Background: an optimization exercise with open tools, aiming at small area, a short achievable clock period and few clock cycles per item. Do not read the settings as production practice. Only simulation tests tie the RTL to the original design; equivalence was not proved.

## flow/design.v (module list and top-level ports; edited modules follow where they fit)
// module pm32: 1040 lines
// module XN: 7 lines
// module SEL: 9 lines
// module FA: 10 lines
// module XR: 7 lines
// module FSA: 10 lines
// module FSAN: 10 lines
// module XRN: 7 lines
// module G0: 7 lines
// module G1: 7 lines
// module G2: 7 lines
// module G3: 7 lines
// module G4: 7 lines
module pm32 (
    input  logic          clk,
    input  logic          rst,
    input  logic          start,
    input  logic [31:0]   mc,
    input  logic [31:0]   mp,
    output logic [63:0]   p,
    output logic          done,
    input  logic          op  
);
  // ...
==> flow/flow/run.sh <==
#!/bin/bash
# The standard layout, with the port buffers made of buf_4 cells instead of the
# cell buffer_ports picks by itself (a slow delay buffer on sky130hd).
set -euo pipefail
export BUFFER_PORTS_ARGS="-buffer_cell sky130_fd_sc_hd__buf_4"
bash standard.sh > standard.log 2>&1
==> flow/standard.sh <==
#!/bin/bash
# synth_recipe.tcl (not shown) runs the flow's synth.tcl, then flattens the netlist and writes it again
# the make line also repeats each setting of config.mk as NAME=value (left out here)
make -C /OpenROAD-flow-scripts/flow DESIGN_CONFIG=/design/flow/config.mk WORK_HOME=/design/flow/orfs CLKGATE_MAP_FILE= SYNTH_SCRIPT=/design/flow/synth_recipe.tcl "${@:-finish}"
==> flow/config.mk <==
export PLATFORM = sky130hd
export DESIGN_NAME = pm32
export DESIGN_NICKNAME = pm32
export VERILOG_FILES = /design/flow/design.v
export SDC_FILE = /design/flow/constraint.sdc
export NUM_CORES = 4
export LEC_CHECK = 0
export CAP_MARGIN = 20
export CORE_MARGIN = 2
export CORE_UTILIZATION = 40
export SLEW_MARGIN = 20
export SYNTH_HIERARCHICAL = 1
==> flow/constraint.sdc <==
create_clock -name core_clock -period 5.0 [get_ports {clk}]
set_input_delay 1.0000 -clock core_clock [delete_from_list [all_inputs] [get_ports {clk}]]
set_output_delay 1.0000 -clock core_clock [all_outputs]
set_load 0.01 [all_outputs]
==> flow_summary.rst, run 1 <==
.. list-table::
   :header-rows: 1

   * - Metric
     - Value
   * - Area inside the core boundary
     - approximately 70000 µm²
   * - Inserted Diodes
     - 2
   * - GR Util met2
     - roughly 38%
   * - Number of routed nets with antenna violations
     - 0
   * - Outcome
     - no timing/DRC/antenna violations
   * - Data required time at the worst endpoint
     - around 4000 ps
   * - Type of destination of the critical path
     - output pin
   * - Most common cell in the synthesized netlist
     - sky130_fd_sc_hd__xnor2_1
   * - Max Clk Rate
     - 0.2031 GHz
   * - Worst setup path endpoint
     - p[59]
   * - Most common cell after layout, fill and taps aside
     - sky130_fd_sc_hd__xnor2_1
   * - Most area-hungry cell class in the final design
     - multi-input gates
   * - Post-route non-filler standard cell count
     - between 4000 and 5000
   * - Worst Setup SP
     - rc[16]
   * - Startpoint type of the worst setup path
     - flip-flop
   * - Worst hold slack
     - a little over 400 ps
   * - Synthesized-area fraction occupied by ao, oa, aoi and oai cells
     - between 10% and 20%
   * - Register bank with the most flops
     - rs
   * - Sequential cell area
     - 3749 µm²
   * - Seq Cell Count
     - approximately 130
   * - Pre-antenna DRT Iters
     - 5
   * - Synth warnings
     - 7
   * - Number of hold buffers added after CTS
     - 0
   * - Main combinational cell family by area after synthesis
     - XOR/XNOR gates
   * - Cell count after synthesis
     - about 3100
   * - Top_reg_cell synth
     - sky130_fd_sc_hd__edfxtp_1
   * - Final setup violation count
     - 0
   * - Number of vias per cell after detailed routing
     - around 5.6
   * - Post-DP HPWL
     - between 80000 and 90000 µm
   * - Fraction of standard cell area in multi-input logic
     - between 60% and 70%
   * - Top cell types by occurrence after synthesis
     - sky130_fd_sc_hd__xnor2_1, sky130_fd_sc_hd__xor2_1, sky130_fd_sc_hd__o22ai_1
   * - # resized after CTS
     - 1
Testbench counts, summed over its fixed seeds: cycles 1,600, items 1,600.
==> inputs of run 2 (changes only) <==
--- a/flow/design.v
+++ b/flow/design.v
@@ -1033,17 +1033,562 @@
     assign s1 = {1'b0, pp15[31], t1331, t1328, t1324, t1323, t1311, t1310, t1290, t1289, t1265, t1264, t1238, t1237, t1222, t1205, t1167, t1166, t1126, t1125, t1103, t1079, t1013, t1012, t942, t941, t866, t865, t780, t779, t690, t689, t642, t597, t551, t508, t466, t427, t386, t349, t314, t280, t247, t188, t162, t161, t143, t127, t111, t97, t83, t71, t59, t47, t37, t31, t21, t15, t11, t5, t3, t1, 1'b0, pp0[0]};
     logic [63:0] rs, rc;
     always_ff @(posedge clk) begin
         if (start) begin
             rs <= s0;
             rc <= s1;
         end
     end
-    assign p = (rs ^ 64'h634f02aa20570458) + (rc ^ 64'h08202880efd85100);
+    logic a1, a2, a3, a4, a5, a6, a7, a8, a9, a10, a11, a12, a13, a14, a15, a16, a17, a18, a19, a20, a21, a22, a23, a24, a25, a26, a27, a28, a29, a30, a31, a32, a33, a34, a35, a36, a37, a38, a39, a40, a41, a42, a43, a44, a45, a46, a47, a48, a49, a50, a51, a52, a53, a54, a55, a56, a57, a58, a59, a60, a61, a62, a63, a64, a65, a66, a67, a68, a69, a70, a71, a72, a73, a74, a75, a76, a77, a78, a79, a80, a81, a82, a83, a84, a85, a86, a87, a88, a89, a90, a91, a92, a93, a94, a95, a96, a97, a98, a99, a100, a101, a102, a103, a104, a105, a106, a107, a108, a109, a110, a111, a112, a113, a114, a115, a116, a117, a118, a119, a120, a121, a122, a123, a124, a125, a126, a127, a128, a129, a130, a131, a132, a133, a134, a135, a136, a137, a138, a139, a140, a141, a142, a143, a144, a145, a146, a147, a148, a149, a150, a151, a152, a153, a154, a155, a156, a157, a158, a159, a160, a161, a162, a163, a164, a165, a166, a167, a168, a169, a170, a171, a172, a173, a174, a175, a176, a177, a178, a179, a180, a181, a182, a183, a184, a185, a186, a187, a188, a189, a190, a191, a192, a193, a194, a195, a196, a197, a198, a199, a200, a201, a202, a203, a204, a205, a206, a207, a208, a209, a210, a211, a212, a213, a214, a215, a216, a217, a218, a219, a220, a221, a222, a223, a224, a225, a226, a227, a228, a229, a230, a231, a232, a233, a234, a235, a236, a237, a238, a239, a240, a241, a242, a243, a244, a245, a246, a247, a248, a249, a250, a251, a252, a253, a254, a255, a256, a257, a258, a259, a260, a261, a262, a263, a264, a265, a266, a267, a268, a269, a270, a271, a272, a273, a274, a275, a276, a277, a278, a279, a280, a281, a282, a283, a284, a285, a286, a287, a288, a289, a290, a291, a292, a293, a294, a295, a296, a297, a298, a299, a300, a301, a302, a303, a304, a305, a306, a307, a308, a309, a310, a311, a312, a313, a314, a315, a316, a317, a318, a319, a320, a321, a322, a323, a324, a325, a326, a327, a328, a329, a330, a331, a332, a333, a334, a335, a336, a337, a338, a339, a340, a341, a342, a343, a344, a345, a346, a347, a348, a349, a350, a351, a352, a353, a354, a355, a356, a357, a358, a359, a360, a361, a362, a363, a364, a365, a366, a367, a368, a369, a370, a371, a372, a373, a374, a375, a376, a377, a378, a379, a380, a381, a382, a383, a384, a385, a386, a387, a388, a389, a390, a391, a392, a393, a394, a395, a396, a397, a398, a399, a400, a401, a402, a403, a404, a405, a406, a407, a408, a409, a410, a411, a412, a413, a414, a415, a416, a417, a418, a419, a420, a421, a422, a423, a424, a425, a426, a427, a428, a429, a430, a431, a432, a433, a434, a435, a436, a437, a438, a439, a440, a441, a442, a443, a444, a445, a446, a447, a448, a449, a450, a451, a452, a453, a454, a455, a456, a457, a458, a459, a460, a461, a462, a463, a464, a465, a466, a467, a468, a469, a470, a471, a472, a473, a474, a475, a476, a477, a478, a479, a480, a481, a482, a483, a484, a485, a486, a487, a488, a489, a490, a491, a492, a493, a494, a495, a496, a497, a498, a499, a500, a501, a502, a503, a504, a505, a506, a507, a508, a509, a510, a511, a512, a513, a514, a515, a516, a517, a518, a519, a520, a521, a522, a523, a524, a525, a526, a527, a528, a529, a530, a531, a532, a533, a534, a535, a536, a537, a538, a539, a540, a541, a542, a543, a544;
+    assign a1 = ~rs[3];
+    assign a2 = ~rs[4];
+    assign a3 = ~rs[6];
+    assign a4 = ~rc[8];
+    assign a5 = ~rs[10];
+    assign a6 = ~rc[12];
+    assign a7 = ~rc[14];
+    assign a8 = ~rs[16];
+    assign a9 = ~rs[17];
+    assign a10 = ~rs[18];
+    assign a11 = ~rc[19];
+    assign a12 = ~rs[20];
+    assign a13 = ~rc[20];
+    assign a14 = ~rs[22];
+    assign a15 = ~rc[22];
+    assign a16 = ~rc[23];
+    assign a17 = ~rc[24];
+    assign a18 = ~rc[25];
+    assign a19 = ~rc[26];
+    assign a20 = ~rc[27];
+    assign a21 = ~rs[29];
+    assign a22 = ~rc[29];
+    assign a23 = ~rc[30];
+    assign a24 = ~rc[31];
+    assign a25 = ~rs[33];
+    assign a26 = ~rs[35];
+    assign a27 = ~rs[37];
+    assign a28 = ~rs[39];
+    assign a29 = ~rc[39];
+    assign a30 = ~rs[41];
+    assign a31 = ~rc[43];
+    assign a32 = ~rc[45];
+    assign a33 = ~rs[48];
+    assign a34 = ~rs[49];
+    assign a35 = ~rs[50];
+    assign a36 = ~rs[51];
+    assign a37 = ~rc[53];
+    assign a38 = ~rs[54];
+    assign a39 = ~rs[56];
+    assign a40 = ~rs[57];
+    assign a41 = ~rc[59];
+    assign a42 = ~rs[61];
+    assign a43 = ~rs[62];
+    H0 ua44 (.a(rs[0]), .b(rc[0]), .y(a44));
+    H0 ua45 (.a(rs[1]), .b(rc[1]), .y(a45));
+    H0 ua46 (.a(rs[2]), .b(rc[2]), .y(a46));
+    H0 ua47 (.a(a1), .b(rc[3]), .y(a47));
+    H0 ua48 (.a(a2), .b(rc[4]), .y(a48));
+    H0 ua49 (.a(rs[5]), .b(rc[5]), .y(a49));
+    H0 ua50 (.a(a3), .b(rc[6]), .y(a50));
+    H0 ua51 (.a(rs[7]), .b(rc[7]), .y(a51));
+    H0 ua52 (.a(rs[8]), .b(a4), .y(a52));
+    H0 ua53 (.a(rs[9]), .b(rc[9]), .y(a53));
+    H0 ua54 (.a(a5), .b(rc[10]), .y(a54));
+    H0 ua55 (.a(rs[11]), .b(rc[11]), .y(a55));
+    H0 ua56 (.a(rs[12]), .b(a6), .y(a56));
+    H0 ua57 (.a(rs[13]), .b(rc[13]), .y(a57));
+    H0 ua58 (.a(rs[14]), .b(a7), .y(a58));
+    H0 ua59 (.a(rs[15]), .b(rc[15]), .y(a59));
+    H0 ua60 (.a(a8), .b(rc[16]), .y(a60));
+    H0 ua61 (.a(a9), .b(rc[17]), .y(a61));
+    H0 ua62 (.a(a10), .b(rc[18]), .y(a62));
+    H0 ua63 (.a(rs[19]), .b(a11), .y(a63));
+    H0 ua64 (.a(a12), .b(a13), .y(a64));
+    H0 ua65 (.a(rs[21]), .b(rc[21]), .y(a65));
+    H0 ua66 (.a(a14), .b(a15), .y(a66));
+    H0 ua67 (.a(rs[23]), .b(a16), .y(a67));
+    H0 ua68 (.a(rs[24]), .b(a17), .y(a68));
+    H0 ua69 (.a(rs[25]), .b(a18), .y(a69));
+    H0 ua70 (.a(rs[26]), .b(a19), .y(a70));
+    H0 ua71 (.a(rs[27]), .b(a20), .y(a71));
+    H0 ua72 (.a(rs[28]), .b(rc[28]), .y(a72));
+    H0 ua73 (.a(a21), .b(a22), .y(a73));
+    H0 ua74 (.a(rs[30]), .b(a23), .y(a74));
+    H0 ua75 (.a(rs[31]), .b(a24), .y(a75));
+    H0 ua76 (.a(rs[32]), .b(rc[32]), .y(a76));
+    H0 ua77 (.a(a25), .b(rc[33]), .y(a77));
+    H0 ua78 (.a(rs[34]), .b(rc[34]), .y(a78));
+    H0 ua79 (.a(a26), .b(rc[35]), .y(a79));
+    H0 ua80 (.a(rs[36]), .b(rc[36]), .y(a80));
+    H0 ua81 (.a(a27), .b(rc[37]), .y(a81));
+    H0 ua82 (.a(rs[38]), .b(rc[38]), .y(a82));
+    H0 ua83 (.a(a28), .b(a29), .y(a83));
+    H0 ua84 (.a(rs[40]), .b(rc[40]), .y(a84));
+    H0 ua85 (.a(a30), .b(rc[41]), .y(a85));
+    H0 ua86 (.a(rs[42]), .b(rc[42]), .y(a86));
+    H0 ua87 (.a(rs[43]), .b(a31), .y(a87));
+    H0 ua88 (.a(rs[44]), .b(rc[44]), .y(a88));
+    H0 ua89 (.a(rs[45]), .b(a32), .y(a89));
+    H0 ua90 (.a(rs[46]), .b(rc[46]), .y(a90));
+    H0 ua91 (.a(rs[47]), .b(rc[47]), .y(a91));
+    H0 ua92 (.a(a33), .b(rc[48]), .y(a92));
+    H0 ua93 (.a(a34), .b(rc[49]), .y(a93));
+    H0 ua94 (.a(a35), .b(rc[50]), .y(a94));
+    H0 ua95 (.a(a36), .b(rc[51]), .y(a95));
+    H0 ua96 (.a(rs[52]), .b(rc[52]), .y(a96));
+    H0 ua97 (.a(rs[53]), .b(a37), .y(a97));
+    H0 ua98 (.a(a38), .b(rc[54]), .y(a98));
+    H0 ua99 (.a(rs[55]), .b(rc[55]), .y(a99));
+    H0 ua100 (.a(a39), .b(rc[56]), .y(a100));
+    H0 ua101 (.a(a40), .b(rc[57]), .y(a101));
+    H0 ua102 (.a(rs[58]), .b(rc[58]), .y(a102));
+    H0 ua103 (.a(rs[59]), .b(a41), .y(a103));
+    H0 ua104 (.a(rs[60]), .b(rc[60]), .y(a104));
+    H0 ua105 (.a(a42), .b(rc[61]), .y(a105));
+    H0 ua106 (.a(a43), .b(rc[62]), .y(a106));
+    H0 ua107 (.a(rs[63]), .b(rc[63]), .y(a107));
+    H1 ua108 (.a(rs[0]), .b(rc[0]), .y(a108));
+    H1 ua109 (.a(rs[1]), .b(rc[1]), .y(a109));
+    H1 ua110 (.a(rs[2]), .b(rc[2]), .y(a110));
+    H1 ua111 (.a(a1), .b(rc[3]), .y(a111));
+    H1 ua112 (.a(a2), .b(rc[4]), .y(a112));
+    H1 ua113 (.a(rs[5]), .b(rc[5]), .y(a113));
+    H1 ua114 (.a(a3), .b(rc[6]), .y(a114));
+    H1 ua115 (.a(rs[7]), .b(rc[7]), .y(a115));
+    H1 ua116 (.a(rs[8]), .b(a4), .y(a116));
+    H1 ua117 (.a(rs[9]), .b(rc[9]), .y(a117));
+    H1 ua118 (.a(a5), .b(rc[10]), .y(a118));
+    H1 ua119 (.a(rs[11]), .b(rc[11]), .y(a119));
+    H1 ua120 (.a(rs[12]), .b(a6), .y(a120));
+    H1 ua121 (.a(rs[13]), .b(rc[13]), .y(a121));
+    H1 ua122 (.a(rs[14]), .b(a7), .y(a122));
+    H1 ua123 (.a(rs[15]), .b(rc[15]), .y(a123));
+    H1 ua124 (.a(a8), .b(rc[16]), .y(a124));
+    H1 ua125 (.a(a9), .b(rc[17]), .y(a125));
+    H1 ua126 (.a(a10), .b(rc[18]), .y(a126));
+    H1 ua127 (.a(rs[19]), .b(a11), .y(a127));
+    H1 ua128 (.a(a12), .b(a13), .y(a128));
+    H1 ua129 (.a(rs[21]), .b(rc[21]), .y(a129));
+    H1 ua130 (.a(a14), .b(a15), .y(a130));
+    H1 ua131 (.a(rs[23]), .b(a16), .y(a131));
+    H1 ua132 (.a(rs[24]), .b(a17), .y(a132));
+    H1 ua133 (.a(rs[25]), .b(a18), .y(a133));
+    H1 ua134 (.a(rs[26]), .b(a19), .y(a134));
+    H1 ua135 (.a(rs[27]), .b(a20), .y(a135));
+    H1 ua136 (.a(rs[28]), .b(rc[28]), .y(a136));
+    H1 ua137 (.a(a21), .b(a22), .y(a137));
+    H1 ua138 (.a(rs[30]), .b(a23), .y(a138));
+    H1 ua139 (.a(rs[31]), .b(a24), .y(a139));
+    H1 ua140 (.a(rs[32]), .b(rc[32]), .y(a140));
+    H1 ua141 (.a(a25), .b(rc[33]), .y(a141));
+    H1 ua142 (.a(rs[34]), .b(rc[34]), .y(a142));
+    H1 ua143 (.a(a26), .b(rc[35]), .y(a143));
+    H1 ua144 (.a(rs[36]), .b(rc[36]), .y(a144));
+    H1 ua145 (.a(a27), .b(rc[37]), .y(a145));
+    H1 ua146 (.a(rs[38]), .b(rc[38]), .y(a146));
+    H1 ua147 (.a(a28), .b(a29), .y(a147));
+    H1 ua148 (.a(rs[40]), .b(rc[40]), .y(a148));
+    H1 ua149 (.a(a30), .b(rc[41]), .y(a149));
+    H1 ua150 (.a(rs[42]), .b(rc[42]), .y(a150));
+    H1 ua151 (.a(rs[43]), .b(a31), .y(a151));
+    H1 ua152 (.a(rs[44]), .b(rc[44]), .y(a152));
+    H1 ua153 (.a(rs[45]), .b(a32), .y(a153));
+    H1 ua154 (.a(rs[46]), .b(rc[46]), .y(a154));
+    H1 ua155 (.a(rs[47]), .b(rc[47]), .y(a155));
+    H1 ua156 (.a(a33), .b(rc[48]), .y(a156));
+    H1 ua157 (.a(a34), .b(rc[49]), .y(a157));
+    H1 ua158 (.a(a35), .b(rc[50]), .y(a158));
+    H1 ua159 (.a(a36), .b(rc[51]), .y(a159));
+    H1 ua160 (.a(rs[52]), .b(rc[52]), .y(a160));
+    H1 ua161 (.a(rs[53]), .b(a37), .y(a161));
+    H1 ua162 (.a(a38), .b(rc[54]), .y(a162));
+    H1 ua163 (.a(rs[55]), .b(rc[55]), .y(a163));
+    H1 ua164 (.a(a39), .b(rc[56]), .y(a164));
+    H1 ua165 (.a(a40), .b(rc[57]), .y(a165));
+    H1 ua166 (.a(rs[58]), .b(rc[58]), .y(a166));
+    H1 ua167 (.a(rs[59]), .b(a41), .y(a167));
+    H1 ua168 (.a(rs[60]), .b(rc[60]), .y(a168));
+    H1 ua169 (.a(a42), .b(rc[61]), .y(a169));
+    H1 ua170 (.a(a43), .b(rc[62]), .y(a170));
+    H2 ua171 (.a(a109), .b(a45), .c(a108), .y(a171));
+    H2 ua172 (.a(a111), .b(a47), .c(a110), .y(a172));
+    H3 ua173 (.a(a47), .b(a46), .y(a173));
+    H2 ua174 (.a(a113), .b(a49), .c(a112), .y(a174));
+    H3 ua175 (.a(a49), .b(a48), .y(a175));
+    H2 ua176 (.a(a115), .b(a51), .c(a114), .y(a176));
+    H3 ua177 (.a(a51), .b(a50), .y(a177));
+    H2 ua178 (.a(a117), .b(a53), .c(a116), .y(a178));
+    H3 ua179 (.a(a53), .b(a52), .y(a179));
+    H2 ua180 (.a(a119), .b(a55), .c(a118), .y(a180));
+    H3 ua181 (.a(a55), .b(a54), .y(a181));
+    H2 ua182 (.a(a121), .b(a57), .c(a120), .y(a182));
+    H3 ua183 (.a(a57), .b(a56), .y(a183));
+    H2 ua184 (.a(a123), .b(a59), .c(a122), .y(a184));
+    H3 ua185 (.a(a59), .b(a58), .y(a185));
+    H2 ua186 (.a(a125), .b(a61), .c(a124), .y(a186));
+    H3 ua187 (.a(a61), .b(a60), .y(a187));
+    H2 ua188 (.a(a127), .b(a63), .c(a126), .y(a188));
+    H3 ua189 (.a(a63), .b(a62), .y(a189));
+    H2 ua190 (.a(a129), .b(a65), .c(a128), .y(a190));
+    H3 ua191 (.a(a65), .b(a64), .y(a191));
+    H2 ua192 (.a(a131), .b(a67), .c(a130), .y(a192));
+    H3 ua193 (.a(a67), .b(a66), .y(a193));
+    H2 ua194 (.a(a133), .b(a69), .c(a132), .y(a194));
+    H3 ua195 (.a(a69), .b(a68), .y(a195));
+    H2 ua196 (.a(a135), .b(a71), .c(a134), .y(a196));
+    H3 ua197 (.a(a71), .b(a70), .y(a197));
+    H2 ua198 (.a(a137), .b(a73), .c(a136), .y(a198));
+    H3 ua199 (.a(a73), .b(a72), .y(a199));
+    H2 ua200 (.a(a139), .b(a75), .c(a138), .y(a200));
+    H3 ua201 (.a(a75), .b(a74), .y(a201));
+    H2 ua202 (.a(a141), .b(a77), .c(a140), .y(a202));
+    H3 ua203 (.a(a77), .b(a76), .y(a203));
+    H2 ua204 (.a(a143), .b(a79), .c(a142), .y(a204));
+    H3 ua205 (.a(a79), .b(a78), .y(a205));
+    H2 ua206 (.a(a145), .b(a81), .c(a144), .y(a206));
+    H3 ua207 (.a(a81), .b(a80), .y(a207));
+    H2 ua208 (.a(a147), .b(a83), .c(a146), .y(a208));
+    H3 ua209 (.a(a83), .b(a82), .y(a209));
+    H2 ua210 (.a(a149), .b(a85), .c(a148), .y(a210));
+    H3 ua211 (.a(a85), .b(a84), .y(a211));
+    H2 ua212 (.a(a151), .b(a87), .c(a150), .y(a212));
+    H3 ua213 (.a(a87), .b(a86), .y(a213));
+    H2 ua214 (.a(a153), .b(a89), .c(a152), .y(a214));
+    H3 ua215 (.a(a89), .b(a88), .y(a215));
+    H2 ua216 (.a(a155), .b(a91), .c(a154), .y(a216));
+    H3 ua217 (.a(a91), .b(a90), .y(a217));
+    H2 ua218 (.a(a157), .b(a93), .c(a156), .y(a218));
+    H3 ua219 (.a(a93), .b(a92), .y(a219));
+    H2 ua220 (.a(a159), .b(a95), .c(a158), .y(a220));
+    H3 ua221 (.a(a95), .b(a94), .y(a221));
+    H2 ua222 (.a(a161), .b(a97), .c(a160), .y(a222));
+    H3 ua223 (.a(a97), .b(a96), .y(a223));
+    H2 ua224 (.a(a163), .b(a99), .c(a162), .y(a224));
+    H3 ua225 (.a(a99), .b(a98), .y(a225));
+    H2 ua226 (.a(a165), .b(a101), .c(a164), .y(a226));
+    H3 ua227 (.a(a101), .b(a100), .y(a227));
+    H2 ua228 (.a(a167), .b(a103), .c(a166), .y(a228));
+    H3 ua229 (.a(a103), .b(a102), .y(a229));
+    H2 ua230 (.a(a169), .b(a105), .c(a168), .y(a230));
+    H3 ua231 (.a(a105), .b(a104), .y(a231));
+    H4 ua232 (.a(a172), .b(a173), .c(a171), .y(a232));
+    H4 ua233 (.a(a174), .b(a175), .c(a172), .y(a233));
+    H1 ua234 (.a(a175), .b(a173), .y(a234));
+    H4 ua235 (.a(a176), .b(a177), .c(a174), .y(a235));
+    H1 ua236 (.a(a177), .b(a175), .y(a236));
+    H4 ua237 (.a(a178), .b(a179), .c(a176), .y(a237));
+    H1 ua238 (.a(a179), .b(a177), .y(a238));
+    H4 ua239 (.a(a180), .b(a181), .c(a178), .y(a239));
+    H1 ua240 (.a(a181), .b(a179), .y(a240));
+    H4 ua241 (.a(a182), .b(a183), .c(a180), .y(a241));
+    H1 ua242 (.a(a183), .b(a181), .y(a242));
+    H4 ua243 (.a(a184), .b(a185), .c(a182), .y(a243));
+    H1 ua244 (.a(a185), .b(a183), .y(a244));
+    H4 ua245 (.a(a186), .b(a187), .c(a184), .y(a245));
+    H1 ua246 (.a(a187), .b(a185), .y(a246));
+    H4 ua247 (.a(a188), .b(a189), .c(a186), .y(a247));
+    H1 ua248 (.a(a189), .b(a187), .y(a248));
+    H4 ua249 (.a(a190), .b(a191), .c(a188), .y(a249));
+    H1 ua250 (.a(a191), .b(a189), .y(a250));
+    H4 ua251 (.a(a192), .b(a193), .c(a190), .y(a251));
+    H1 ua252 (.a(a193), .b(a191), .y(a252));
+    H4 ua253 (.a(a194), .b(a195), .c(a192), .y(a253));
+    H1 ua254 (.a(a195), .b(a193), .y(a254));
+    H4 ua255 (.a(a196), .b(a197), .c(a194), .y(a255));
+    H1 ua256 (.a(a197), .b(a195), .y(a256));
+    H4 ua257 (.a(a198), .b(a199), .c(a196), .y(a257));
+    H1 ua258 (.a(a199), .b(a197), .y(a258));
+    H4 ua259 (.a(a200), .b(a201), .c(a198), .y(a259));
+    H1 ua260 (.a(a201), .b(a199), .y(a260));
+    H4 ua261 (.a(a202), .b(a203), .c(a200), .y(a261));
+    H1 ua262 (.a(a203), .b(a201), .y(a262));
+    H4 ua263 (.a(a204), .b(a205), .c(a202), .y(a263));
+    H1 ua264 (.a(a205), .b(a203), .y(a264));
+    H4 ua265 (.a(a206), .b(a207), .c(a204), .y(a265));
+    H1 ua266 (.a(a207), .b(a205), .y(a266));
+    H4 ua267 (.a(a208), .b(a209), .c(a206), .y(a267));
+    H1 ua268 (.a(a209), .b(a207), .y(a268));
+    H4 ua269 (.a(a210), .b(a211), .c(a208), .y(a269));
+    H1 ua270 (.a(a211), .b(a209), .y(a270));
+    H4 ua271 (.a(a212), .b(a213), .c(a210), .y(a271));
+    H1 ua272 (.a(a213), .b(a211), .y(a272));
+    H4 ua273 (.a(a214), .b(a215), .c(a212), .y(a273));
+    H1 ua274 (.a(a215), .b(a213), .y(a274));
+    H4 ua275 (.a(a216), .b(a217), .c(a214), .y(a275));
+    H1 ua276 (.a(a217), .b(a215), .y(a276));
+    H4 ua277 (.a(a218), .b(a219), .c(a216), .y(a277));
+    H1 ua278 (.a(a219), .b(a217), .y(a278));
+    H4 ua279 (.a(a220), .b(a221), .c(a218), .y(a279));
+    H1 ua280 (.a(a221), .b(a219), .y(a280));
+    H4 ua281 (.a(a222), .b(a223), .c(a220), .y(a281));
+    H1 ua282 (.a(a223), .b(a221), .y(a282));
+    H4 ua283 (.a(a224), .b(a225), .c(a222), .y(a283));
+    H1 ua284 (.a(a225), .b(a223), .y(a284));
+    H4 ua285 (.a(a226), .b(a227), .c(a224), .y(a285));
+    H1 ua286 (.a(a227), .b(a225), .y(a286));
+    H4 ua287 (.a(a228), .b(a229), .c(a226), .y(a287));
+    H1 ua288 (.a(a229), .b(a227), .y(a288));
+    H4 ua289 (.a(a230), .b(a231), .c(a228), .y(a289));
+    H1 ua290 (.a(a231), .b(a229), .y(a290));
+    H5 ua291 (.a(a233), .b(a234), .c(a171), .y(a291));
+    H2 ua292 (.a(a235), .b(a236), .c(a232), .y(a292));
+    H2 ua293 (.a(a237), .b(a238), .c(a233), .y(a293));
+    H3 ua294 (.a(a238), .b(a234), .y(a294));
+    H2 ua295 (.a(a239), .b(a240), .c(a235), .y(a295));
+    H3 ua296 (.a(a240), .b(a236), .y(a296));
+    H2 ua297 (.a(a241), .b(a242), .c(a237), .y(a297));
+    H3 ua298 (.a(a242), .b(a238), .y(a298));
+    H2 ua299 (.a(a243), .b(a244), .c(a239), .y(a299));
+    H3 ua300 (.a(a244), .b(a240), .y(a300));
+    H2 ua301 (.a(a245), .b(a246), .c(a241), .y(a301));
+    H3 ua302 (.a(a246), .b(a242), .y(a302));
+    H2 ua303 (.a(a247), .b(a248), .c(a243), .y(a303));
+    H3 ua304 (.a(a248), .b(a244), .y(a304));
+    H2 ua305 (.a(a249), .b(a250), .c(a245), .y(a305));
+    H3 ua306 (.a(a250), .b(a246), .y(a306));
+    H2 ua307 (.a(a251), .b(a252), .c(a247), .y(a307));
+    H3 ua308 (.a(a252), .b(a248), .y(a308));
+    H2 ua309 (.a(a253), .b(a254), .c(a249), .y(a309));
+    H3 ua310 (.a(a254), .b(a250), .y(a310));
+    H2 ua311 (.a(a255), .b(a256), .c(a251), .y(a311));
+    H3 ua312 (.a(a256), .b(a252), .y(a312));
+    H2 ua313 (.a(a257), .b(a258), .c(a253), .y(a313));
+    H3 ua314 (.a(a258), .b(a254), .y(a314));
+    H2 ua315 (.a(a259), .b(a260), .c(a255), .y(a315));
+    H3 ua316 (.a(a260), .b(a256), .y(a316));
+    H2 ua317 (.a(a261), .b(a262), .c(a257), .y(a317));
+    H3 ua318 (.a(a262), .b(a258), .y(a318));
+    H2 ua319 (.a(a263), .b(a264), .c(a259), .y(a319));
+    H3 ua320 (.a(a264), .b(a260), .y(a320));
+    H2 ua321 (.a(a265), .b(a266), .c(a261), .y(a321));
+    H3 ua322 (.a(a266), .b(a262), .y(a322));
+    H2 ua323 (.a(a267), .b(a268), .c(a263), .y(a323));
+    H3 ua324 (.a(a268), .b(a264), .y(a324));
+    H2 ua325 (.a(a269), .b(a270), .c(a265), .y(a325));
+    H3 ua326 (.a(a270), .b(a266), .y(a326));
+    H2 ua327 (.a(a271), .b(a272), .c(a267), .y(a327));
+    H3 ua328 (.a(a272), .b(a268), .y(a328));
+    H2 ua329 (.a(a273), .b(a274), .c(a269), .y(a329));
+    H3 ua330 (.a(a274), .b(a270), .y(a330));
+    H2 ua331 (.a(a275), .b(a276), .c(a271), .y(a331));
+    H3 ua332 (.a(a276), .b(a272), .y(a332));
+    H2 ua333 (.a(a277), .b(a278), .c(a273), .y(a333));
+    H3 ua334 (.a(a278), .b(a274), .y(a334));
+    H2 ua335 (.a(a279), .b(a280), .c(a275), .y(a335));
+    H3 ua336 (.a(a280), .b(a276), .y(a336));
+    H2 ua337 (.a(a281), .b(a282), .c(a277), .y(a337));
+    H3 ua338 (.a(a282), .b(a278), .y(a338));
+    H2 ua339 (.a(a283), .b(a284), .c(a279), .y(a339));
+    H3 ua340 (.a(a284), .b(a280), .y(a340));
+    H2 ua341 (.a(a285), .b(a286), .c(a281), .y(a341));
+    H3 ua342 (.a(a286), .b(a282), .y(a342));
+    H2 ua343 (.a(a287), .b(a288), .c(a283), .y(a343));
+    H3 ua344 (.a(a288), .b(a284), .y(a344));
+    H2 ua345 (.a(a289), .b(a290), .c(a285), .y(a345));
+    H3 ua346 (.a(a290), .b(a286), .y(a346));
+    H4 ua347 (.a(a293), .b(a294), .c(a171), .y(a347));
+    H6 ua348 (.a(a295), .b(a296), .c(a232), .y(a348));
+    H4 ua349 (.a(a297), .b(a298), .c(a291), .y(a349));
+    H4 ua350 (.a(a299), .b(a300), .c(a292), .y(a350));
+    H4 ua351 (.a(a301), .b(a302), .c(a293), .y(a351));
+    H1 ua352 (.a(a302), .b(a294), .y(a352));
+    H4 ua353 (.a(a303), .b(a304), .c(a295), .y(a353));
+    H1 ua354 (.a(a304), .b(a296), .y(a354));
+    H4 ua355 (.a(a305), .b(a306), .c(a297), .y(a355));
+    H1 ua356 (.a(a306), .b(a298), .y(a356));
+    H4 ua357 (.a(a307), .b(a308), .c(a299), .y(a357));
+    H1 ua358 (.a(a308), .b(a300), .y(a358));
+    H4 ua359 (.a(a309), .b(a310), .c(a301), .y(a359));
+    H1 ua360 (.a(a310), .b(a302), .y(a360));
+    H4 ua361 (.a(a311), .b(a312), .c(a303), .y(a361));
+    H1 ua362 (.a(a312), .b(a304), .y(a362));
+    H4 ua363 (.a(a313), .b(a314), .c(a305), .y(a363));
+    H1 ua364 (.a(a314), .b(a306), .y(a364));
+    H4 ua365 (.a(a315), .b(a316), .c(a307), .y(a365));
+    H1 ua366 (.a(a316), .b(a308), .y(a366));
+    H4 ua367 (.a(a317), .b(a318), .c(a309), .y(a367));
+    H1 ua368 (.a(a318), .b(a310), .y(a368));
+    H4 ua369 (.a(a319), .b(a320), .c(a311), .y(a369));
+    H1 ua370 (.a(a320), .b(a312), .y(a370));
+    H4 ua371 (.a(a321), .b(a322), .c(a313), .y(a371));
+    H1 ua372 (.a(a322), .b(a314), .y(a372));
+    H4 ua373 (.a(a323), .b(a324), .c(a315), .y(a373));
+    H1 ua374 (.a(a324), .b(a316), .y(a374));
+    H4 ua375 (.a(a325), .b(a326), .c(a317), .y(a375));
+    H1 ua376 (.a(a326), .b(a318), .y(a376));
+    H4 ua377 (.a(a327), .b(a328), .c(a319), .y(a377));
+    H1 ua378 (.a(a328), .b(a320), .y(a378));
+    H4 ua379 (.a(a329), .b(a330), .c(a321), .y(a379));
+    H1 ua380 (.a(a330), .b(a322), .y(a380));
+    H4 ua381 (.a(a331), .b(a332), .c(a323), .y(a381));
+    H1 ua382 (.a(a332), .b(a324), .y(a382));
+    H4 ua383 (.a(a333), .b(a334), .c(a325), .y(a383));
+    H1 ua384 (.a(a334), .b(a326), .y(a384));
+    H4 ua385 (.a(a335), .b(a336), .c(a327), .y(a385));
+    H1 ua386 (.a(a336), .b(a328), .y(a386));
+    H4 ua387 (.a(a337), .b(a338), .c(a329), .y(a387));
+    H1 ua388 (.a(a338), .b(a330), .y(a388));
+    H4 ua389 (.a(a339), .b(a340), .c(a331), .y(a389));
+    H1 ua390 (.a(a340), .b(a332), .y(a390));
+    H4 ua391 (.a(a341), .b(a342), .c(a333), .y(a391));
+    H1 ua392 (.a(a342), .b(a334), .y(a392));
+    H4 ua393 (.a(a343), .b(a344), .c(a335), .y(a393));
+    H1 ua394 (.a(a344), .b(a336), .y(a394));
+    H4 ua395 (.a(a345), .b(a346), .c(a337), .y(a395));
+    H1 ua396 (.a(a346), .b(a338), .y(a396));
+    H5 ua397 (.a(a351), .b(a352), .c(a171), .y(a397));
+    H2 ua398 (.a(a353), .b(a354), .c(a232), .y(a398));
+    H5 ua399 (.a(a355), .b(a356), .c(a291), .y(a399));
+    H5 ua400 (.a(a357), .b(a358), .c(a292), .y(a400));
+    H2 ua401 (.a(a359), .b(a360), .c(a347), .y(a401));
+    H2 ua402 (.a(a361), .b(a362), .c(a348), .y(a402));
+    H2 ua403 (.a(a363), .b(a364), .c(a349), .y(a403));
+    H2 ua404 (.a(a365), .b(a366), .c(a350), .y(a404));
+    H2 ua405 (.a(a367), .b(a368), .c(a351), .y(a405));
+    H3 ua406 (.a(a368), .b(a352), .y(a406));
+    H2 ua407 (.a(a369), .b(a370), .c(a353), .y(a407));
+    H3 ua408 (.a(a370), .b(a354), .y(a408));
+    H2 ua409 (.a(a371), .b(a372), .c(a355), .y(a409));
+    H3 ua410 (.a(a372), .b(a356), .y(a410));
+    H2 ua411 (.a(a373), .b(a374), .c(a357), .y(a411));
+    H3 ua412 (.a(a374), .b(a358), .y(a412));
+    H2 ua413 (.a(a375), .b(a376), .c(a359), .y(a413));
+    H3 ua414 (.a(a376), .b(a360), .y(a414));
+    H2 ua415 (.a(a377), .b(a378), .c(a361), .y(a415));
+    H3 ua416 (.a(a378), .b(a362), .y(a416));
+    H2 ua417 (.a(a379), .b(a380), .c(a363), .y(a417));
+    H3 ua418 (.a(a380), .b(a364), .y(a418));
+    H2 ua419 (.a(a381), .b(a382), .c(a365), .y(a419));
+    H3 ua420 (.a(a382), .b(a366), .y(a420));
+    H2 ua421 (.a(a383), .b(a384), .c(a367), .y(a421));
+    H3 ua422 (.a(a384), .b(a368), .y(a422));
+    H2 ua423 (.a(a385), .b(a386), .c(a369), .y(a423));
+    H3 ua424 (.a(a386), .b(a370), .y(a424));
+    H2 ua425 (.a(a387), .b(a388), .c(a371), .y(a425));
+    H3 ua426 (.a(a388), .b(a372), .y(a426));
+    H2 ua427 (.a(a389), .b(a390), .c(a373), .y(a427));
+    H3 ua428 (.a(a390), .b(a374), .y(a428));
+    H2 ua429 (.a(a391), .b(a392), .c(a375), .y(a429));
+    H3 ua430 (.a(a392), .b(a376), .y(a430));
+    H2 ua431 (.a(a393), .b(a394), .c(a377), .y(a431));
+    H3 ua432 (.a(a394), .b(a378), .y(a432));
+    H2 ua433 (.a(a395), .b(a396), .c(a379), .y(a433));
+    H3 ua434 (.a(a396), .b(a380), .y(a434));
+    H4 ua435 (.a(a405), .b(a406), .c(a171), .y(a435));
+    H6 ua436 (.a(a407), .b(a408), .c(a232), .y(a436));
+    H4 ua437 (.a(a409), .b(a410), .c(a291), .y(a437));
+    H4 ua438 (.a(a411), .b(a412), .c(a292), .y(a438));
+    H6 ua439 (.a(a413), .b(a414), .c(a347), .y(a439));
+    H6 ua440 (.a(a415), .b(a416), .c(a348), .y(a440));
+    H6 ua441 (.a(a417), .b(a418), .c(a349), .y(a441));
+    H6 ua442 (.a(a419), .b(a420), .c(a350), .y(a442));
+    H4 ua443 (.a(a421), .b(a422), .c(a397), .y(a443));
+    H4 ua444 (.a(a423), .b(a424), .c(a398), .y(a444));
+    H4 ua445 (.a(a425), .b(a426), .c(a399), .y(a445));
+    H4 ua446 (.a(a427), .b(a428), .c(a400), .y(a446));
+    H4 ua447 (.a(a429), .b(a430), .c(a401), .y(a447));
+    H4 ua448 (.a(a431), .b(a432), .c(a402), .y(a448));
+    H4 ua449 (.a(a433), .b(a434), .c(a403), .y(a449));
+    H5 ua450 (.a(a110), .b(a46), .c(a171), .y(a450));
+    H2 ua451 (.a(a112), .b(a48), .c(a232), .y(a451));
+    H5 ua452 (.a(a114), .b(a50), .c(a291), .y(a452));
+    H5 ua453 (.a(a116), .b(a52), .c(a292), .y(a453));
+    H2 ua454 (.a(a118), .b(a54), .c(a347), .y(a454));
+    H2 ua455 (.a(a120), .b(a56), .c(a348), .y(a455));
+    H2 ua456 (.a(a122), .b(a58), .c(a349), .y(a456));
+    H2 ua457 (.a(a124), .b(a60), .c(a350), .y(a457));
+    H5 ua458 (.a(a126), .b(a62), .c(a397), .y(a458));
+    H5 ua459 (.a(a128), .b(a64), .c(a398), .y(a459));
+    H5 ua460 (.a(a130), .b(a66), .c(a399), .y(a460));
+    H5 ua461 (.a(a132), .b(a68), .c(a400), .y(a461));
+    H5 ua462 (.a(a134), .b(a70), .c(a401), .y(a462));
+    H5 ua463 (.a(a136), .b(a72), .c(a402), .y(a463));
+    H5 ua464 (.a(a138), .b(a74), .c(a403), .y(a464));
+    H5 ua465 (.a(a140), .b(a76), .c(a404), .y(a465));
+    H2 ua466 (.a(a142), .b(a78), .c(a435), .y(a466));
+    H2 ua467 (.a(a144), .b(a80), .c(a436), .y(a467));
+    H2 ua468 (.a(a146), .b(a82), .c(a437), .y(a468));
+    H2 ua469 (.a(a148), .b(a84), .c(a438), .y(a469));
+    H2 ua470 (.a(a150), .b(a86), .c(a439), .y(a470));
+    H2 ua471 (.a(a152), .b(a88), .c(a440), .y(a471));
+    H2 ua472 (.a(a154), .b(a90), .c(a441), .y(a472));
+    H2 ua473 (.a(a156), .b(a92), .c(a442), .y(a473));
+    H2 ua474 (.a(a158), .b(a94), .c(a443), .y(a474));
+    H2 ua475 (.a(a160), .b(a96), .c(a444), .y(a475));
+    H2 ua476 (.a(a162), .b(a98), .c(a445), .y(a476));
+    H2 ua477 (.a(a164), .b(a100), .c(a446), .y(a477));
+    H2 ua478 (.a(a166), .b(a102), .c(a447), .y(a478));
+    H2 ua479 (.a(a168), .b(a104), .c(a448), .y(a479));
+    H2 ua480 (.a(a170), .b(a106), .c(a449), .y(a480));
+    H7 ua481 (.a(a44), .y(a481));
+    H8 ua482 (.a(a45), .b(a108), .y(a482));
+    H0 ua483 (.a(a46), .b(a171), .y(a483));
+    H0 ua484 (.a(a47), .b(a450), .y(a484));
+    H8 ua485 (.a(a48), .b(a232), .y(a485));
+    H0 ua486 (.a(a49), .b(a451), .y(a486));
+    H0 ua487 (.a(a50), .b(a291), .y(a487));
+    H0 ua488 (.a(a51), .b(a452), .y(a488));
+    H0 ua489 (.a(a52), .b(a292), .y(a489));
+    H0 ua490 (.a(a53), .b(a453), .y(a490));
+    H8 ua491 (.a(a54), .b(a347), .y(a491));
+    H0 ua492 (.a(a55), .b(a454), .y(a492));
+    H8 ua493 (.a(a56), .b(a348), .y(a493));
+    H0 ua494 (.a(a57), .b(a455), .y(a494));
+    H8 ua495 (.a(a58), .b(a349), .y(a495));
+    H0 ua496 (.a(a59), .b(a456), .y(a496));
+    H8 ua497 (.a(a60), .b(a350), .y(a497));
+    H0 ua498 (.a(a61), .b(a457), .y(a498));
+    H0 ua499 (.a(a62), .b(a397), .y(a499));
+    H0 ua500 (.a(a63), .b(a458), .y(a500));
+    H0 ua501 (.a(a64), .b(a398), .y(a501));
+    H0 ua502 (.a(a65), .b(a459), .y(a502));
+    H0 ua503 (.a(a66), .b(a399), .y(a503));
+    H0 ua504 (.a(a67), .b(a460), .y(a504));
+    H0 ua505 (.a(a68), .b(a400), .y(a505));
+    H0 ua506 (.a(a69), .b(a461), .y(a506));
+    H0 ua507 (.a(a70), .b(a401), .y(a507));
+    H0 ua508 (.a(a71), .b(a462), .y(a508));
+    H0 ua509 (.a(a72), .b(a402), .y(a509));
+    H0 ua510 (.a(a73), .b(a463), .y(a510));
+    H0 ua511 (.a(a74), .b(a403), .y(a511));
+    H0 ua512 (.a(a75), .b(a464), .y(a512));
+    H0 ua513 (.a(a76), .b(a404), .y(a513));
+    H0 ua514 (.a(a77), .b(a465), .y(a514));
+    H8 ua515 (.a(a78), .b(a435), .y(a515));
+    H0 ua516 (.a(a79), .b(a466), .y(a516));
+    H8 ua517 (.a(a80), .b(a436), .y(a517));
+    H0 ua518 (.a(a81), .b(a467), .y(a518));
+    H8 ua519 (.a(a82), .b(a437), .y(a519));
+    H0 ua520 (.a(a83), .b(a468), .y(a520));
+    H8 ua521 (.a(a84), .b(a438), .y(a521));
+    H0 ua522 (.a(a85), .b(a469), .y(a522));
+    H8 ua523 (.a(a86), .b(a439), .y(a523));
+    H0 ua524 (.a(a87), .b(a470), .y(a524));
+    H8 ua525 (.a(a88), .b(a440), .y(a525));
+    H0 ua526 (.a(a89), .b(a471), .y(a526));
+    H8 ua527 (.a(a90), .b(a441), .y(a527));
+    H0 ua528 (.a(a91), .b(a472), .y(a528));
+    H8 ua529 (.a(a92), .b(a442), .y(a529));
+    H0 ua530 (.a(a93), .b(a473), .y(a530));
+    H8 ua531 (.a(a94), .b(a443), .y(a531));
+    H0 ua532 (.a(a95), .b(a474), .y(a532));
+    H8 ua533 (.a(a96), .b(a444), .y(a533));
+    H0 ua534 (.a(a97), .b(a475), .y(a534));
+    H8 ua535 (.a(a98), .b(a445), .y(a535));
+    H0 ua536 (.a(a99), .b(a476), .y(a536));
+    H8 ua537 (.a(a100), .b(a446), .y(a537));
+    H0 ua538 (.a(a101), .b(a477), .y(a538));
+    H8 ua539 (.a(a102), .b(a447), .y(a539));
+    H0 ua540 (.a(a103), .b(a478), .y(a540));
+    H8 ua541 (.a(a104), .b(a448), .y(a541));
+    H0 ua542 (.a(a105), .b(a479), .y(a542));
+    H8 ua543 (.a(a106), .b(a449), .y(a543));
+    H0 ua544 (.a(a107), .b(a480), .y(a544));
+    assign p = {a544, a543, a542, a541, a540, a539, a538, a537, a536, a535, a534, a533, a532, a531, a530, a529, a528, a527, a526, a525, a524, a523, a522, a521, a520, a519, a518, a517, a516, a515, a514, a513, a512, a511, a510, a509, a508, a507, a506, a505, a504, a503, a502, a501, a500, a499, a498, a497, a496, a495, a494, a493, a492, a491, a490, a489, a488, a487, a486, a485, a484, a483, a482, a481};
 endmodule
 module XN (
     input  logic a,
     input  logic b,
     output logic y
 );
     assign y = ~(a ^ b);
 endmodule
@@ -1130,8 +1675,74 @@
 endmodule
 module G4 (
     input  logic a,
     input  logic b,
     output logic y
 );
     assign y = ~(a | b);
 endmodule
+module H0 (
+    input  logic a,
+    input  logic b,
+    output logic y
+);
+    assign y = ~(a ^ b);
+endmodule
+module H1 (
+    input  logic a,
+    input  logic b,
+    output logic y
+);
+    assign y = ~(a & b);
+endmodule
+module H2 (
+    input  logic a,
+    input  logic b,
+    input  logic c,
+    output logic y
+);
+    assign y = ~a | (~b & ~c);
+endmodule
+module H3 (
+    input  logic a,
+    input  logic b,
+    output logic y
+);
+    assign y = ~(a | b);
+endmodule
+module H4 (
+    input  logic a,
+    input  logic b,
+    input  logic c,
+    output logic y
+);
+    assign y = ~(a | (b & c));
+endmodule
+module H5 (
+    input  logic a,
+    input  logic b,
+    input  logic c,
+    output logic y
+);
+    assign y = ~a | (~b & c);
+endmodule
+module H6 (
+    input  logic a,
+    input  logic b,
+    input  logic c,
+    output logic y
+);
+    assign y = ~(a | (b & ~c));
+endmodule
+module H7 (
+    input  logic a,
+    output logic y
+);
+    assign y = ~a;
+endmodule
+module H8 (
+    input  logic a,
+    input  logic b,
+    output logic y
+);
+    assign y = a ^ b;
+endmodule
==> flow/config.mk (replaced) <==
export PLATFORM = sky130hd
export DESIGN_NAME = pm32
export DESIGN_NICKNAME = pm32
export VERILOG_FILES = /design/flow/design.v
export SDC_FILE = /design/flow/constraint.sdc
export NUM_CORES = 4
export LEC_CHECK = 0
export CAP_MARGIN = 0
export CORE_MARGIN = 2
export CORE_UTILIZATION = 40
export SLEW_MARGIN = 0
export SYNTH_HIERARCHICAL = 1
==> run 2 against run 1 <==
Global-route usage grew 1.9 points. Highest routed layer unchanged. First-iteration DRC count grew 4.0%. Still clean on timing, DRC and antenna. Synthesized cell count grew 0.83%. Via count shrank 0.36%.
==> flow_summary.rst, run 2 <==
.. list-table::
   :header-rows: 1

   * - Metric
     - Value
   * - Root buffer cell
     - sky130_fd_sc_hd__clkbuf_16
   * - Number of hold violations in the final report
     - 0
   * - Commonest cells after routing, fill and taps aside
     - sky130_fd_sc_hd__xnor2_1, sky130_fd_sc_hd__xor2_1, sky130_fd_sc_hd__o22ai_1, sky130_fd_sc_hd__buf_4, sky130_fd_sc_hd__mux2i_1
   * - Number of storage elements in the synthesis netlist
     - around 130
   * - Final setup violation count
     - 0 (unchanged)
   * - Max Clk Rate
     - 0.2106 GHz (+3.7%)
   * - Pre-antenna DRT Iters
     - 5 (unchanged)
   * - Overflow left after global routing
     - 0
   * - Max-capacitance violation count
     - 0
   * - Die height
     - approximately 270 µm
   * - Startpoint type of the worst setup path
     - input port
   * - Most common cell after layout, fill and taps aside
     - sky130_fd_sc_hd__xnor2_1
   * - Register bank with the most flops
     - rs
   * - First-pass GRT wire length
     - approximately 150000 µm
   * - Placer Congestion
     - a little under 1
   * - Insertion delay of the later-clocked pin in the worst-skew pair
     - ~450 ps
   * - Count of different cell masters after synthesis
     - 23
   * - Overall routed net length
     - about 99000 µm
   * - Number of flip-flops under the largest register name
     - 63
   * - Number of routed nets with antenna violations
     - 0 (unchanged)
   * - Area inside the core boundary
     - 69790 µm² (-0.17%)
   * - Post-DP HPWL
     - 83040 µm (+3.3%)
   * - Most common cell in the synthesized netlist
     - sky130_fd_sc_hd__xnor2_1
   * - Worst setup path endpoint
     - rc[32]
   * - Area contributors post-synth
     - sky130_fd_sc_hd__xnor2_1, sky130_fd_sc_hd__xor2_1, sky130_fd_sc_hd__edfxtp_1
   * - RSZ-0062 raised after global routing
     - yes
   * - Data required time at the worst endpoint
     - 5210 ps (+1210 ps)
   * - Synth area leader
     - sky130_fd_sc_hd__xnor2_1
   * - Cell count after synthesis
     - 3149 (+0.83%)
   * - Wire length per cell after detailed routing
     - approximately 21 µm
   * - Post-synthesis area per instance
     - 8.923 µm²
   * - Number of clock sinks seen by CTS
     - 125
   * - Slew of the pin with the lowest slew margin
     - ~880 ps
   * - Min Clock Period, post-route
     - ~4700 ps
   * - Vias in the first global route
     - 24296
   * - Share of flip-flops with an asynchronous set or reset after synthesis
     - 0.8000%
   * - Deepest clock path buffer count
     - 2
   * - Highest fanout seen on the critical path
     - 17
   * - Fill cell total of the finished layout
     - 6760
   * - Starting Density
     - 40.27%
   * - Die outline area
     - between 70000 and 80000 µm²
   * - Outcome
     - no timing/DRC/antenna violations
   * - Maximum number of pins on one net before global-route repair
     - 89
   * - Number of vias per cell after detailed routing
     - 5.548 (-0.81%)
   * - Hold/Removal Path Class
     - input port to asynchronous set/reset pin
   * - Top_reg_cell synth
     - sky130_fd_sc_hd__edfxtp_1
   * - Worst clock skew
     - 0 ps
   * - Initial antenna violation count
     - 1
   * - Critical register-to-register path startpoint
     - done
   * - IO Count
     - between 100 and 150
   * - Drc violations
     - 0
   * - H-tree depth
     - 4
   * - FF-to-FF path depth
     - 1
   * - Number of cell rows
     - 97
   * - Slew Limit Headroom
     - between 40% and 50%
   * - RR Endpoint
     - done
   * - EDFF count, synth
     - 124
   * - Synth warnings
     - 7 (unchanged)
   * - Drt initial violations
     - 2493
   * - Arrival time at the worst endpoint
     - ~5000 ps
   * - Final period utilization
     - a little over nine tenths
   * - Num CTS Buffers
     - 17
   * - Top cell types by occurrence after synthesis
     - sky130_fd_sc_hd__xnor2_1, sky130_fd_sc_hd__xor2_1, sky130_fd_sc_hd__o22ai_1
   * - Area growth from synthesis to layout
     - 20.58%
   * - Worst Setup Path Type
     - input port to flip-flop
   * - Die width
     - between 200 and 300 µm
   * - Clk slew on worst S/H paths
     - around 70 ps
   * - Type of destination of the critical path
     - flip-flop
   * - Number of hold buffers added after CTS
     - 0 (unchanged)
   * - Global-route usage over all layers
     - 27.11%
   * - Core Util, Final
     - 48.55%
   * - Yosys top cell area share
     - 25.40%
   * - Final Net Count
     - roughly 3800
   * - Buffers added on ports
     - approximately 130
   * - CTS tree
     - yes
   * - Inserted Diodes
     - 0 (-2)
   * - Post-Syn Area
     - 28100 µm²
   * - Worst Setup SP
     - mp[11]
   * - Fraction of final layout cells with drive strength greater than 1
     - 19.32%
   * - Via count of the routed design
     - between 20000 and 30000
   * - Total count of max-transition violations in the final report
     - 0
   * - Proportion of synthesized chip area in sequential cells
     - 13.34%
   * - Biggest regs
     - rs x63, rc x61, done x1
-- run 2: timing repair --
action | in CTS | in global routing
endpoints found under the setup margin | 0 | 4
buffers inserted | 0 | 1
gates resized for setup | 0 | 3
-- run 2: per-layer routing --
layer,routed length [µm],vias to the layer above,global-route usage (%)
li1,-,12115,-
met1,42350,12183,35.57
met2,43850,1039,43.03
met3,7535,211,4.557
met4,5135,0,13.41
met5,0,-,0
-- run 2: how the worst min path moves through the flow --
| stage | slack (ps) | to | from | cells after the start |
|---|---|---|---|---|
| after CTS | 350 | done | rst | 2 |
| after detailed placement | 460 | done | done | 1 |
| after floorplan | 510 | done | done | 1 |
| after global placement | 460 | done | done | 1 |
| final | 370 | done | rst | 2 |
| after global routing | 360 | done | rst | 2 |
-- run 2: per-stage QoR --
stage	setup TNS, ps	hold WS, ps	cells	worst slack, ps	area [µm²]
after floorplan	-44.98	512.1	3151	-44.98	28170
after global placement	-1196	456.7	4572	-210.3	33280
after detailed placement	-1639	461.2	4572	-206.5	33280
after CTS	0	347.8	4604	239.8	33860
after global routing	-11.15	362.3	4605	-11.15	33880
final	0	375.0	4605	251.6	33880
-- run 2: cell families after synthesis --
| group | synth area share (%) |
|---|---|
| buffers and inverters | 3.780 |
| XOR/XNOR | 41.95 |
| adder cells (fa/ha/maj) | 8.077 |
| multiplexers | 11.26 |
| flip-flops | 13.34 |
| AND/OR/NAND/NOR | 5.067 |
| AO/OA/AOI/OAI | 16.50 |
| other | 0.02673 |
-- run 2: cell type report --
| type | instances | area, µm² | share of cell area, % |
|---|---|---|---|
| Multi-Input combinational cell | 2807 | 23370 | 68.98 |
| Tap cell | 940 | 1176 | 3.471 |
| Timing Repair Buffer | 546 | 4428 | 13.07 |
| Clock inverter | 13 | 132.6 | 0.3914 |
| Clock buffer | 19 | 442.9 | 1.307 |
| Sequential cell | 125 | 3749 | 11.06 |
| Inverter | 155 | 581.8 | 1.717 |
-- run 2: critical path, stage by stage --
cell and delay [ps]:
sky130_fd_sc_hd__buf_4 160, sky130_fd_sc_hd__buf_4 140, sky130_fd_sc_hd__and3b_1 160, sky130_fd_sc_hd__a21oi_2 140, sky130_fd_sc_hd__buf_4 270, sky130_fd_sc_hd__o22ai_1 120
sky130_fd_sc_hd__xor2_1 340, sky130_fd_sc_hd__xor2_2 260, sky130_fd_sc_hd__xor2_1 260, sky130_fd_sc_hd__mux2i_1 250, sky130_fd_sc_hd__xor2_1 240, sky130_fd_sc_hd__mux2i_1 290
sky130_fd_sc_hd__xnor2_1 200, sky130_fd_sc_hd__mux2i_1 280, sky130_fd_sc_hd__xor2_1 270, sky130_fd_sc_hd__mux2i_1 300, sky130_fd_sc_hd__xnor2_1 110, sky130_fd_sc_hd__buf_4 150
-- run 2: per-module statistics from Yosys (local to each module, per instance), a selection --
module	area, µm²	times used	flops+latches	cells
pm32	5256	1	125	401
FSA	18.77	233	0	2
H5	12.51	15	0	2
H8	8.758	21	0	1
G3	6.256	1	0	1
H7	3.754	1	0	1
H3	3.754	72	0	1
G1	3.754	19	0	1
H1	3.754	115	0	1
Testbench counts of run 2, summed over its fixed seeds: cycles 1,600, items 1,600.
==> inputs of run 3 (changes only) <==
--- a/flow/config.mk
+++ b/flow/config.mk
@@ -7,6 +7,6 @@
 export LEC_CHECK = 0
-export CAP_MARGIN = 0
+export CAP_MARGIN = 20
 export CORE_MARGIN = 2
 export CORE_UTILIZATION = 40
-export SLEW_MARGIN = 0
+export SLEW_MARGIN = 20
 export SYNTH_HIERARCHICAL = 1
==> run 3 against run 2 <==
Sequential cell count unchanged. Non-clock buffer count unchanged. First-iteration DRC count unchanged. Clock-buffer cell count unchanged. Critical path type unchanged.
==> flow_summary.rst, run 3 <==
.. list-table::
   :header-rows: 1

   * - Metric
     - Value
   * - Worst Setup Path Type
     - input port to flip-flop
   * - Data required time at the worst endpoint
     - 5210 ps (about the same)
   * - Critical-path cell list
     - buf_4 > buf_4 > and3b_1 > a21oi_2 > buf_4 > o22ai_1 > xor2_1 > xor2_2 > xor2_1 > mux2i_1 > xor2_1 > mux2i_1 > xnor2_1 > mux2i_1 > xor2_1 > mux2i_1 > xnor2_1 > buf_4
   * - Total count of max-transition violations in the final report
     - 0 (unchanged)
   * - Pre-antenna DRT Iters
     - 5 (unchanged)
   * - Num CTS Buffers
     - 17 (unchanged)
   * - Number of cell rows
     - 97 (unchanged)
   * - Vias in the first global route
     - 24296 (unchanged)
   * - Die width
     - 269.0 µm (unchanged)
   * - Top cell types by occurrence after synthesis
     - sky130_fd_sc_hd__xnor2_1, sky130_fd_sc_hd__xor2_1, sky130_fd_sc_hd__o22ai_1
   * - Arrival time at the worst endpoint
     - 4960 ps (about the same)
   * - Biggest regs
     - rs x63, rc x61, done x1
   * - Max-capacitance violation count
     - 0 (unchanged)
   * - Most common cell in the synthesized netlist
     - sky130_fd_sc_hd__xnor2_1
   * - Worst clock skew
     - 0 ps (unchanged)
   * - Post-route cell area
     - 33880 µm² (unchanged)
   * - Final period utilization
     - 94.97% (unchanged)
   * - Core Util, Final
     - 48.55% (unchanged)
   * - Slowest CP cell
     - sky130_fd_sc_hd__xor2_1
   * - Fill cell total of the finished layout
     - 6760 (unchanged)
   * - Highest fanout seen on the critical path
     - 17 (unchanged)
   * - Yosys top cell area share
     - 25.40% (unchanged)
   * - Post-DP HPWL
     - 83040 µm (unchanged)
   * - Number of vias per cell after detailed routing
     - 5.548 (unchanged)
   * - Number of flip-flops under the largest register name
     - 63 (unchanged)
   * - Max incr delay on CP
     - 340 ps (about the same)
   * - Type of destination of the critical path
     - flip-flop
   * - Post-Syn Area
     - 28100 µm² (unchanged)
   * - Area contributors post-synth
     - sky130_fd_sc_hd__xnor2_1, sky130_fd_sc_hd__xor2_1, sky130_fd_sc_hd__edfxtp_1
   * - Buffers added on ports
     - 131 (unchanged)
   * - Insertion delay of the later-clocked pin in the worst-skew pair
     - 450 ps (about the same)
   * - Commonest cells after routing, fill and taps aside
     - sky130_fd_sc_hd__xnor2_1, sky130_fd_sc_hd__xor2_1, sky130_fd_sc_hd__o22ai_1, sky130_fd_sc_hd__buf_4, sky130_fd_sc_hd__mux2i_1
   * - Number of clock sinks seen by CTS
     - 125 (unchanged)
   * - Clk slew on worst S/H paths
     - 70 ps (about the same)
   * - Deepest clock path buffer count
     - 2 (unchanged)
   * - Synth warnings
     - 7 (unchanged)
   * - Outcome
     - no timing/DRC/antenna violations
   * - Most common cell after layout, fill and taps aside
     - sky130_fd_sc_hd__xnor2_1
   * - Top_reg_cell synth
     - sky130_fd_sc_hd__edfxtp_1
   * - Global-route usage over all layers
     - 27.11% (unchanged)
   * - CTS tree
     - yes
   * - Drc violations
     - 0 (unchanged)
   * - H-tree depth
     - 4 (unchanged)
   * - Wire length per cell after detailed routing
     - 21.47 µm (unchanged)
   * - Share of flip-flops with an asynchronous set or reset after synthesis
     - 0.8000% (unchanged)
   * - Synth area leader
     - sky130_fd_sc_hd__xnor2_1
   * - Die height
     - 269.0 µm (unchanged)
   * - IO Count
     - 133 (unchanged)
   * - Root buffer cell
     - sky130_fd_sc_hd__clkbuf_16
   * - Placer Congestion
     - 0.9823 (unchanged)
   * - Count of different cell masters after synthesis
     - 23 (unchanged)
   * - Number of routed nets with antenna violations
     - 0 (unchanged)
   * - Proportion of synthesized chip area in sequential cells
     - 13.34% (unchanged)
   * - Via count of the routed design
     - 25548 (unchanged)
   * - Fraction of final layout cells with drive strength greater than 1
     - 19.32% (unchanged)
   * - First-pass GRT wire length
     - 147800 µm (unchanged)
   * - Drt initial violations
     - 2493 (unchanged)
   * - Final Net Count
     - 3839 (unchanged)
   * - Inserted Diodes
     - 0 (unchanged)
   * - Overflow left after global routing
     - 0 (unchanged)
   * - Number of storage elements in the synthesis netlist
     - 125 (unchanged)
   * - Starting Density
     - 40.27% (unchanged)
   * - Max Clk Rate
     - 0.2106 GHz (unchanged)
   * - Die outline area
     - 72390 µm² (unchanged)
   * - Number of hold violations in the final report
     - 0 (unchanged)
   * - Hold/Removal Path Class
     - input port to asynchronous set/reset pin
   * - Gate family responsible for the most delay along the worst path
     - XOR/XNOR gates
   * - EDFF count, synth
     - 124 (unchanged)
   * - Placement-stage cell area
     - 33280 µm² (unchanged)
   * - Slew Limit Headroom
     - 41.39% (unchanged)
   * - RSZ-0062 raised after global routing
     - yes
   * - Area inside the core boundary
     - 69790 µm² (unchanged)
   * - Area growth from synthesis to layout
     - 20.58% (unchanged)
   * - Slew of the pin with the lowest slew margin
     - 879.2 ps (unchanged)
   * - Maximum number of pins on one net before global-route repair
     - 89 (unchanged)
   * - Startpoint type of the worst setup path
     - input port
   * - Min Clock Period, post-route
     - 4748 ps (unchanged)
   * - CP bufs+invs
     - 4 (unchanged)
   * - Overall routed net length
     - 98870 µm (unchanged)
   * - Initial antenna violation count
     - 1 (unchanged)
   * - Cell count after synthesis
     - 3149 (unchanged)
   * - Post-synthesis area per instance
     - 8.923 µm² (unchanged)
   * - Final setup violation count
     - 0 (unchanged)
   * - Register bank with the most flops
     - rs
==> run 3: cell counts in the layout (fill, tap and decap cells not counted) <==
No cell type changed its count.
==> run 3: Yosys stat by module, one instance, submodules excluded, a selection <==
| module | flip-flops and latches | times used | area (µm²) |
|---|---|---|---|
| G4 | 0 | 15 | 3.754 |
| H3 | 0 | 72 | 3.754 |
| H4 | 0 | 66 | 8.758 |
| H7 | 0 | 1 | 3.754 |
| H8 | 0 | 21 | 8.758 |
| XR | 0 | 218 | 8.758 |
| XRN | 0 | 98 | 8.758 |
==> run 3: worst paths after layout <==
kind	startpoint	end	slack, ps	cells after the start
max	mp[11]	rc[32]	250	18
min	rst	done	370	2
max reg2reg	done	done	4230	1
min reg2reg	done	done	470	1
max in group asynchronous	rst	done	4540	2
min in group core_clock	done	done	470	1
==> run 3: layout make-up <==
cell class | count | area [µm²] | area share, %
sequential | 125 | 3749 | 11.06
clock inverter | 13 | 132.6 | 0.3914
inverter | 155 | 581.8 | 1.717
clock buffer | 19 | 442.9 | 1.307
timing repair buffer | 546 | 4428 | 13.07
multi-input combinational | 2807 | 23370 | 68.98
tap | 940 | 1176 | 3.471
==> run 3: metal layers <==
layer  GRT usage (%)  wire length (µm)
met5               0                 0
met4           13.41              5135
met3           4.557              7535
met2           43.03             43850
met1           35.57             42350
==> run 3: cell families after synthesis <==
family / share of synthesized area (%)
xor gates and xnor gates: 41.95
muxes: 11.26
buffers and inverters: 3.780
and+or+nand+nor: 5.067
other: 0.02673
DFF: 13.34
AOI/OAI and AO/OA: 16.50
adders and majority gates: 8.077
==> run 3: per-stage QoR <==
step | hold slack (ps) | setup WS, ps | TNS, ps | std cells
6_report | 375.0 | 251.6 | 0 | 4605
5_1_grt | 362.3 | -11.15 | -11.15 | 4605
4_1_cts | 347.8 | 239.8 | 0 | 4604
3_5_place_dp | 461.2 | -206.5 | -1639 | 4572
3_3_place_gp | 456.7 | -210.3 | -1196 | 4572
2_1_floorplan | 512.1 | -44.98 | -44.98 | 3151
==> run 3: timing repair <==
action | CTS | global route
hold buffers | 0 | 0
endpoints found under the hold margin | 0 | 0
endpoints found under the setup margin | 0 | 4
buffers inserted | 0 | 1
gates resized for setup | 0 | 3

separate check: timing with driven ports:
The flow's constraints put no driver on any port. The routed layouts listed below were extracted and timed again, unchanged, in two steps. Step 1, drivers: a clkbuf_16 drives clk and a buf_2 each remaining input, both assumed. Step 2 moves the port delays by t, midway between the first and last clock arrival at a register: inputs arrive t later, outputs are due t later. That takes back most of the time a late clock gives input paths. Slacks: ideal / step 1 / step 2; pairs: ideal / step 1.
| run | t, ns | slack for setup (ns) | hold slack, ns | worst setup path after step 2 | worst slew at a driven data input, ns |
|---|---|---|---|---|---|
| run 1 | 0.465 | 0.077 / 0.029 / -0.091 | 0.408 / 0.380 / 0.466 | input to register | 0.14 |
| run 2 | 0.514 | 0.252 / 0.224 / -0.291 | 0.375 / 0.340 / 0.469 | input to register | 0.16 |
| run 3 | 0.514 | 0.252 / 0.224 / -0.291 | 0.375 / 0.340 / 0.469 | input to register | 0.16 |
With both steps, setup timing fails in every run listed, where it was met with ideal ports.
